This is an optimization exercise on Yosys and OpenROAD, whose aim is small area and a short achievable clock period, not a production implementation. In this exercise RTL edits were held to simulation tests only and were not proved equivalent to the original. Power figures rest on the tool's default switching activity, not on a simulated workload.

==> try-onyx: inputs <==
==> flow/design.v <==
module sm_register
(
    input             clk,
    input             rst,
    input      [31:0] d,
    output reg [31:0] q
);
    always @ (posedge clk or negedge rst)
        if(~rst)
            q <= 32'b0;
        else
            q <= d;
endmodule
module sm_cpu
(
    input           clk,         
    input           rst_n,       
    input   [ 4:0]  regAddr,     
    output  [31:0]  regData,     
    output  [31:0]  imAddr,      
    input   [31:0]  imData       
);
    wire [31:0] instr = imData;
    wire [ 5:0] op    = instr[31:26];
    wire [ 5:0] fn    = instr[ 5:0];
    wire [ 4:0] rs    = instr[25:21];
    wire [ 4:0] rt    = instr[20:16];
    wire [ 4:0] rd    = instr[15:11];
    wire [ 4:0] shamt = instr[10: 6];
    wire [15:0] imm   = instr[15: 0];
    wire spec    = (op == 6'b000000);
    wire i_addu  = spec & (fn == 6'b100001);
    wire i_or    = spec & (fn == 6'b100101);
    wire i_srl   = spec & (fn == 6'b000010);
    wire i_sltu  = spec & (fn == 6'b101011);
    wire i_subu  = spec & (fn == 6'b100011);
    wire i_addiu = (op == 6'b001001);
    wire i_addi  = (op == 6'b001000);
    wire i_lui   = (op == 6'b001111);
    wire i_ori   = (op == 6'b001101);
    wire i_beq   = (op == 6'b000100);
    wire i_bne   = (op == 6'b000101);
    wire wr_r    = i_addu | i_or | i_srl | i_sltu | i_subu;
    wire wr_i    = i_addiu | i_addi | i_lui | i_ori;
    wire [31:0] pc;
    wire [31:0] pcNext   = pc + 1;
    wire [32:0] pcBrx    = { pc, 1'b1 } + { {16 { imm[15] }}, imm, 1'b1 };
    wire [31:0] pcBranch = pcBrx[32:1];
    wire [31:0] rd0;
    wire [31:0] rd1;
    wire [31:0] rd2;
    wire [31:0] wd3;
    sm_register_file rf
    (
        .clk        ( clk          ),
        .a0         ( regAddr      ),
        .a1         ( rs           ),
        .a2         ( rt           ),
        .a3r        ( rd           ),
        .a3i        ( rt           ),
        .we3r       ( wr_r         ),
        .we3i       ( wr_i         ),
        .pc         ( pc           ),
        .rd0        ( rd0          ),
        .rd1        ( rd1          ),
        .rd2        ( rd2          ),
        .wd3        ( wd3          )
    );
    assign regData = rd0;
    assign imAddr  = pc;
    wire        sub    = spec & fn[1];
    wire [31:0] immExt = { {16 { imm[15] & i_addi }}, imm };
    wire [31:0] srcB   = spec ? (rd2 ^ {32 { sub }}) : immExt;
    wire [31:0] x;
    wire [32:0] c;
    sm_add32 add ( .a ( rd1 ), .b ( srcB ), .ci ( sub ), .x ( x ), .c ( c ) );
    wire        ltu    = ~c[32];
    wire [31:0] orB    = spec ? rd2 : { 16'b0, imm };
    wire [31:0] resOr  = rd1 | orB;
    wire [31:0] resSrl = rd2 >> shamt;
    wire [31:0] resLui = { imm, 16'b0 };
    wire        selAdd = i_addu | i_subu | i_addiu | i_addi;
    wire [31:0] other  = ( {32 { i_or  | i_ori }} & resOr         )
                       | ( {32 { i_srl         }} & resSrl        )
                       | ( {32 { i_lui         }} & resLui        )
                       | ( {32 { i_sltu        }} & { 31'b0, ltu } );
    wire [31:0] un     = ~(( {32 { selAdd }} & ~x ) | other);
    wire [31:0] vn     = ~(( {32 { selAdd }} &  x ) | other);
    genvar gi;
    generate
        for (gi = 0; gi < 32; gi = gi + 1) begin : res
            sm_mux2i m ( .a0 ( vn[gi] ), .a1 ( un[gi] ), .s ( c[gi] ), .y ( wd3[gi] ) );
        end
    endgenerate
    wire eq     = (rd1 == rd2);
    wire pcSrc  = (i_beq & eq) | (i_bne & ~eq);
    wire [31:0] pc_new = pcSrc ? pcBranch : pcNext;
    sm_register r_pc(clk, rst_n, pc_new, pc);
endmodule
module sm_register_file
(
    input         clk,
    input  [ 4:0] a0,
    input  [ 4:0] a1,
    input  [ 4:0] a2,
    input  [ 4:0] a3r,
    input  [ 4:0] a3i,
    input         we3r,
    input         we3i,
    input  [31:0] pc,
    output [31:0] rd0,
    output [31:0] rd1,
    output [31:0] rd2,
    input  [31:0] wd3
);
    wire [1023:0] q;      
    wire [  31:0] s0, s1, s2;
    assign q[31:0] = pc;
    assign s1[0]   = 1'b0;
    assign s2[0]   = 1'b0;
    genvar i, b;
    generate
        for (i = 0; i < 32; i = i + 1) begin : sel
            assign s0[i] = (a0 == i);
            if (i != 0) begin : rs
                assign s1[i] = (a1 == i);
                assign s2[i] = (a2 == i);
            end
        end
        for (i = 1; i < 32; i = i + 1) begin : r
            reg  [31:0] data;
            wire [31:0] d;
            wire        we  = (we3r & (a3r == i)) | (we3i & (a3i == i));
            wire        wen = ~we;
            for (b = 0; b < 32; b = b + 1) begin : h
                sm_hold hold ( .q ( data[b] ), .we ( we ), .wen ( wen ), .wd ( wd3[b] ), .d ( d[b] ) );
            end
            always @ (posedge clk)
                data <= d;
            assign q[32*i +: 32] = data;
        end
        for (b = 0; b < 32; b = b + 1) begin : rp
            wire [31:0] col;
            for (i = 0; i < 32; i = i + 1) begin : c
                assign col[i] = q[32*i + b];
            end
            sm_read32 p0 ( .s ( s0 ), .d ( col ), .o ( rd0[b] ) );
            sm_read31 p1 ( .s ( s1[31:1] ), .d ( col[31:1] ), .o ( rd1[b] ) );
            sm_read31 p2 ( .s ( s2[31:1] ), .d ( col[31:1] ), .o ( rd2[b] ) );
        end
    endgenerate
endmodule
module sm_hold
(
    input  q,
    input  we,
    input  wen,
    input  wd,
    output d
);
    assign d = (q & wen) | (wd & we);
endmodule
module sm_read32
(
    input  [31:0] s,
    input  [31:0] d,
    output        o
);
    wire [15:0] n;
    genvar j;
    generate
        for (j = 0; j < 16; j = j + 1) begin : g
            sm_a22oi a ( .a1 ( s[2*j] ), .a2 ( d[2*j] ), .b1 ( s[2*j+1] ), .b2 ( d[2*j+1] ), .y ( n[j] ) );
        end
    endgenerate
    sm_or16f t ( .n ( n ), .o ( o ) );
endmodule
module sm_read31
(
    input  [30:0] s,
    input  [30:0] d,
    output        o
);
    wire [15:0] n;
    genvar j;
    generate
        for (j = 0; j < 15; j = j + 1) begin : g
            sm_a22oi a ( .a1 ( s[2*j] ), .a2 ( d[2*j] ), .b1 ( s[2*j+1] ), .b2 ( d[2*j+1] ), .y ( n[j] ) );
        end
    endgenerate
    sm_nand2 a15 ( .a ( s[30] ), .b ( d[30] ), .y ( n[15] ) );
    sm_or16n t ( .n ( n ), .o ( o ) );
endmodule
module sm_or16f
(
    input  [15:0] n,
    output        o
);
    wire [7:0] m;
    wire [3:0] k;
    genvar j;
    generate
        for (j = 0; j < 8; j = j + 1) begin : g
            sm_nand2 u ( .a ( n[2*j] ), .b ( n[2*j+1] ), .y ( m[j] ) );
        end
        for (j = 0; j < 4; j = j + 1) begin : h
            sm_nor2 u ( .a ( m[2*j] ), .b ( m[2*j+1] ), .y ( k[j] ) );
        end
    endgenerate
    sm_nand4 o0 ( .a ( k[0] ), .b ( k[1] ), .c ( k[2] ), .d ( k[3] ), .y ( o ) );
endmodule
module sm_or16n
(
    input  [15:0] n,
    output        o
);
    wire [3:0] m;
    wire [1:0] k;
    genvar j;
    generate
        for (j = 0; j < 4; j = j + 1) begin : g
            sm_nand4 u ( .a ( n[4*j] ), .b ( n[4*j+1] ), .c ( n[4*j+2] ), .d ( n[4*j+3] ), .y ( m[j] ) );
        end
    endgenerate
    sm_nor2  k0 ( .a ( m[0] ), .b ( m[1] ), .y ( k[0] ) );
    sm_nor2  k1 ( .a ( m[2] ), .b ( m[3] ), .y ( k[1] ) );
    sm_nand2 o0 ( .a ( k[0] ), .b ( k[1] ), .y ( o ) );
endmodule
module sm_add32
(
    input  [31:0] a,
    input  [31:0] b,
    input         ci,
    output [31:0] x,
    output [32:0] c
);
    wire [31:0] g [0:5];
    wire [31:0] t [0:5];
    wire        g0p;
    genvar i, k;
    generate
        for (i = 0; i < 32; i = i + 1) begin : l0
            sm_xor2 ux ( .a ( a[i] ), .b ( b[i] ), .y ( x[i] ) );
            sm_nor2 ut ( .a ( a[i] ), .b ( b[i] ), .y ( t[0][i] ) );
            if (i == 0) begin : c
                sm_maj3 um ( .a ( a[0] ), .b ( b[0] ), .c ( ci ), .y ( g0p ) );
                sm_inv  ui ( .a ( g0p ), .y ( g[0][0] ) );
            end else begin : n
                sm_nand2 ug ( .a ( a[i] ), .b ( b[i] ), .y ( g[0][i] ) );
            end
        end
        for (k = 1; k <= 5; k = k + 1) begin : l
            for (i = 0; i < 32; i = i + 1) begin : n
                if (i >= (1 << (k - 1))) begin : b
                    if (k % 2 == 1) begin : p
                        sm_o21ai ug ( .a1 ( t[k-1][i] ), .a2 ( g[k-1][i - (1 << (k - 1))] ), .b1 ( g[k-1][i] ), .y ( g[k][i] ) );
                        if (i >= (1 << k)) begin : q
                            sm_nor2  ut ( .a ( t[k-1][i] ), .b ( t[k-1][i - (1 << (k - 1))] ), .y ( t[k][i] ) );
                        end else begin : z
                            assign t[k][i] = 1'b0;
                        end
                    end else begin : m
                        sm_a21oi ug ( .a1 ( t[k-1][i] ), .a2 ( g[k-1][i - (1 << (k - 1))] ), .b1 ( g[k-1][i] ), .y ( g[k][i] ) );
                        if (i >= (1 << k)) begin : q
                            sm_nand2 ut ( .a ( t[k-1][i] ), .b ( t[k-1][i - (1 << (k - 1))] ), .y ( t[k][i] ) );
                        end else begin : z
                            assign t[k][i] = 1'b0;
                        end
                    end
                end else begin : w
                    sm_inv ug ( .a ( g[k-1][i] ), .y ( g[k][i] ) );
                    assign t[k][i] = 1'b0;
                end
            end
        end
    endgenerate
    assign c = { g[5], ci };
endmodule
module sm_inv   ( input a, output y ); assign y = ~a; endmodule
module sm_nand2 ( input a, input b, output y ); assign y = ~(a & b); endmodule
module sm_nor2  ( input a, input b, output y ); assign y = ~(a | b); endmodule
module sm_xor2  ( input a, input b, output y ); assign y = a ^ b; endmodule
module sm_maj3  ( input a, input b, input c, output y ); assign y = (a & b) | (a & c) | (b & c); endmodule
module sm_a21oi ( input a1, input a2, input b1, output y ); assign y = ~((a1 & a2) | b1); endmodule
module sm_o21ai ( input a1, input a2, input b1, output y ); assign y = ~((a1 | a2) & b1); endmodule
module sm_nand4 ( input a, input b, input c, input d, output y ); assign y = ~(a & b & c & d); endmodule
module sm_a22oi ( input a1, input a2, input b1, input b2, output y ); assign y = ~((a1 & a2) | (b1 & b2)); endmodule
module sm_mux2i ( input a0, input a1, input s, output y ); assign y = ~(s ? a1 : a0); endmodule
==> flow/flow/run.sh <==
#!/bin/bash
# Own layout flow: the standard synthesis and layout, with two changes:
#  - combinational cells are set to their smallest drive strength after
#    synthesis (the resizer upsizes where timing needs it);
#  - clock tree synthesis without dummy loads.
# Each tool's output goes to a log file in the work folder.
set -euo pipefail
WORK=$(pwd)
R=$WORK/orfs/results/$FLOW_PLATFORM/sm_cpu/base
export CTS_ARGS="-sink_clustering_enable -repair_clock_nets -dont_use_dummy_load"
bash standard.sh synth > "$WORK/flow_synth.log" 2>&1
ODB="$R/1_synth.odb" openroad -no_init -exit "$WORK/flow/downsize.tcl" > "$WORK/flow_downsize.log" 2>&1
bash standard.sh > "$WORK/flow_layout.log" 2>&1
test -f "$WORK/out/final.def"
==> flow/flow/downsize.tcl <==
# Swap every combinational cell to the smallest drive strength of its
# function (same cell name with a lower _N suffix); registers are left as is.
read_db $::env(ODB)
set block [ord::get_db_block]
set n 0
foreach inst [$block getInsts] {
  set m [[$inst getMaster] getName]
  if {![regexp {^(sky130_fd_sc_hd__)([a-z0-9]+)_([0-9]+)$} $m -> pre fn sz]} { continue }
  if {[regexp {^(df|edf|sdf|dl|sdl|clk|conb|tap|fill|decap|buf|dly)} $fn]} { continue }
  foreach s {0 1 2} {
    if {$s >= $sz} { break }
    set cand [[ord::get_db] findMaster "${pre}${fn}_${s}"]
    if {$cand != "NULL"} {
      $inst swapMaster $cand
      incr n
      break
    }
  }
}
puts "downsized $n instances"
write_db $::env(ODB)
==> flow/standard.sh <==
#!/bin/bash
# synth_recipe.tcl (not shown) runs the flow's synth.tcl, then flattens the netlist and writes it again
# the make line also repeats each setting of config.mk as NAME=value (left out here)
make -C /OpenROAD-flow-scripts/flow DESIGN_CONFIG=/design/flow/config.mk WORK_HOME=/design/flow/orfs CLKGATE_MAP_FILE= SYNTH_SCRIPT=/design/flow/synth_recipe.tcl "${@:-finish}"
==> flow/config.mk <==
export PLATFORM = sky130hd
export DESIGN_NAME = sm_cpu
export DESIGN_NICKNAME = sm_cpu
export VERILOG_FILES = /design/flow/design.v
export SDC_FILE = /design/flow/constraint.sdc
export NUM_CORES = 4
export LEC_CHECK = 0
export CAP_MARGIN = 20
export CORE_MARGIN = 2
export CORE_UTILIZATION = 40
export SETUP_SLACK_MARGIN = 5
export SLEW_MARGIN = 20
export SYNTH_HIERARCHICAL = 1
export TNS_END_PERCENT = 5
==> flow/constraint.sdc <==
create_clock -name core_clock -period 10.0 [get_ports {clk}]
set_input_delay 2.0000 -clock core_clock [delete_from_list [all_inputs] [get_ports {clk}]]
set_output_delay 2.0000 -clock core_clock [all_outputs]
set_load 0.01 [all_outputs]
==> try-cedar (differences from try-onyx) <==
==> flow/design.v, changed modules only <==
module sm_read32
(
    input  [31:0] s,
    input  [31:0] d,
    output        o
);
    wire [15:0] n;
    genvar j;
    generate
        for (j = 0; j < 16; j = j + 1) begin : g
            sm_a22oi a ( .a1 ( s[2*j] ), .a2 ( d[2*j] ), .b1 ( s[2*j+1] ), .b2 ( d[2*j+1] ), .y ( n[j] ) );
        end
    endgenerate
    sm_or16n t ( .n ( n ), .o ( o ) );
endmodule
// module sm_or16f removed
--- a/flow/config.mk
+++ b/flow/config.mk
@@ -10,5 +10,5 @@
 export CORE_UTILIZATION = 40
-export SETUP_SLACK_MARGIN = 5
+export SETUP_SLACK_MARGIN = 4.5
 export SLEW_MARGIN = 20
 export SYNTH_HIERARCHICAL = 1
-export TNS_END_PERCENT = 5
+export TNS_END_PERCENT = 10
==> reports/results.tsv <==
metric	value	unit
cell type group with the largest total delay on the critical path	simple AND/OR/NAND/NOR gates	
post-layout utilization of the core	54.24	%
worst-case reg-to-reg path depth	14	
worst setup slack after layout	3817	ps
run status	complete, no violations	
cell breakdown of the critical path	buf_12, or3b_4, nor2_4, buf_12, buf_4, a22oi_2, nand4_1, nor2_4, nand2_4, buf_6	
number of buffers created by CTS	111	
met1 usage in global routing	57.18	%
half-perimeter wire length of the detailed placement result	202500	microns
synthesized area divided by synthesized cell count	9.329	sq um
share of power burned in registers	47.3	%
GRT Util Overall	48.19	%
area enclosed by the die boundary	137300	sq um
starting density of the core	40.27	%
commonest cells after routing, fill and taps aside	sky130_fd_sc_hd__a22oi_1, sky130_fd_sc_hd__a22o_1, sky130_fd_sc_hd__dfxtp_1, sky130_fd_sc_hd__buf_4, sky130_fd_sc_hd__nand4_1	
(the above is from try-cedar)
==> reports/results.tsv <==
metric	value	unit
synthesized area divided by synthesized cell count	9.109	sq um
number of buffers created by CTS	110	
half-perimeter wire length of the detailed placement result	190700	microns
run status	complete, no violations	
commonest cells after routing, fill and taps aside	sky130_fd_sc_hd__a22oi_1, sky130_fd_sc_hd__a22o_1, sky130_fd_sc_hd__dfxtp_1, sky130_fd_sc_hd__nand2_1, sky130_fd_sc_hd__buf_4	
starting density of the core	40.17	%
worst setup slack after layout	3917	ps
cell type group with the largest total delay on the critical path	buffers and inverters	
area enclosed by the die boundary	138500	sq um
share of power burned in registers	47.8	%
(the above is from try-onyx)

[separate check: timing with driven ports]
How much do the figures lean on ideal ports? The routed layouts below were timed once more, with nothing changed but the port constraints. Step 1 sets driving cells, clkbuf_16 on the clock port and buf_2 on the other inputs (assumed; they add their load-dependent delay and slew). Step 2 times the ports against the registers' clock, not the clock port: input delays grow and output delays shrink by t, the midpoint of the rising clock arrivals with the driver on. Slacks: ideal / step 1 / step 2; pairs: ideal / step 1.
run | shift t [ns] | slack for setup (ns) | hold WS [ns] | clock arrival spread, ns
try-onyx | 0.809 | 3.917 / 3.867 / 3.202 | 0.540 / 0.540 / 0.540 | 0.080 / 0.080
try-cedar | 0.851 | 3.817 / 3.771 / 3.079 | 0.539 / 0.539 / 0.539 | 0.072 / 0.073
After both steps every run listed still meets setup and hold. The setup slack of try-cedar, which loses most, moves by -0.046 ns with the drivers and by -0.738 ns with both steps.
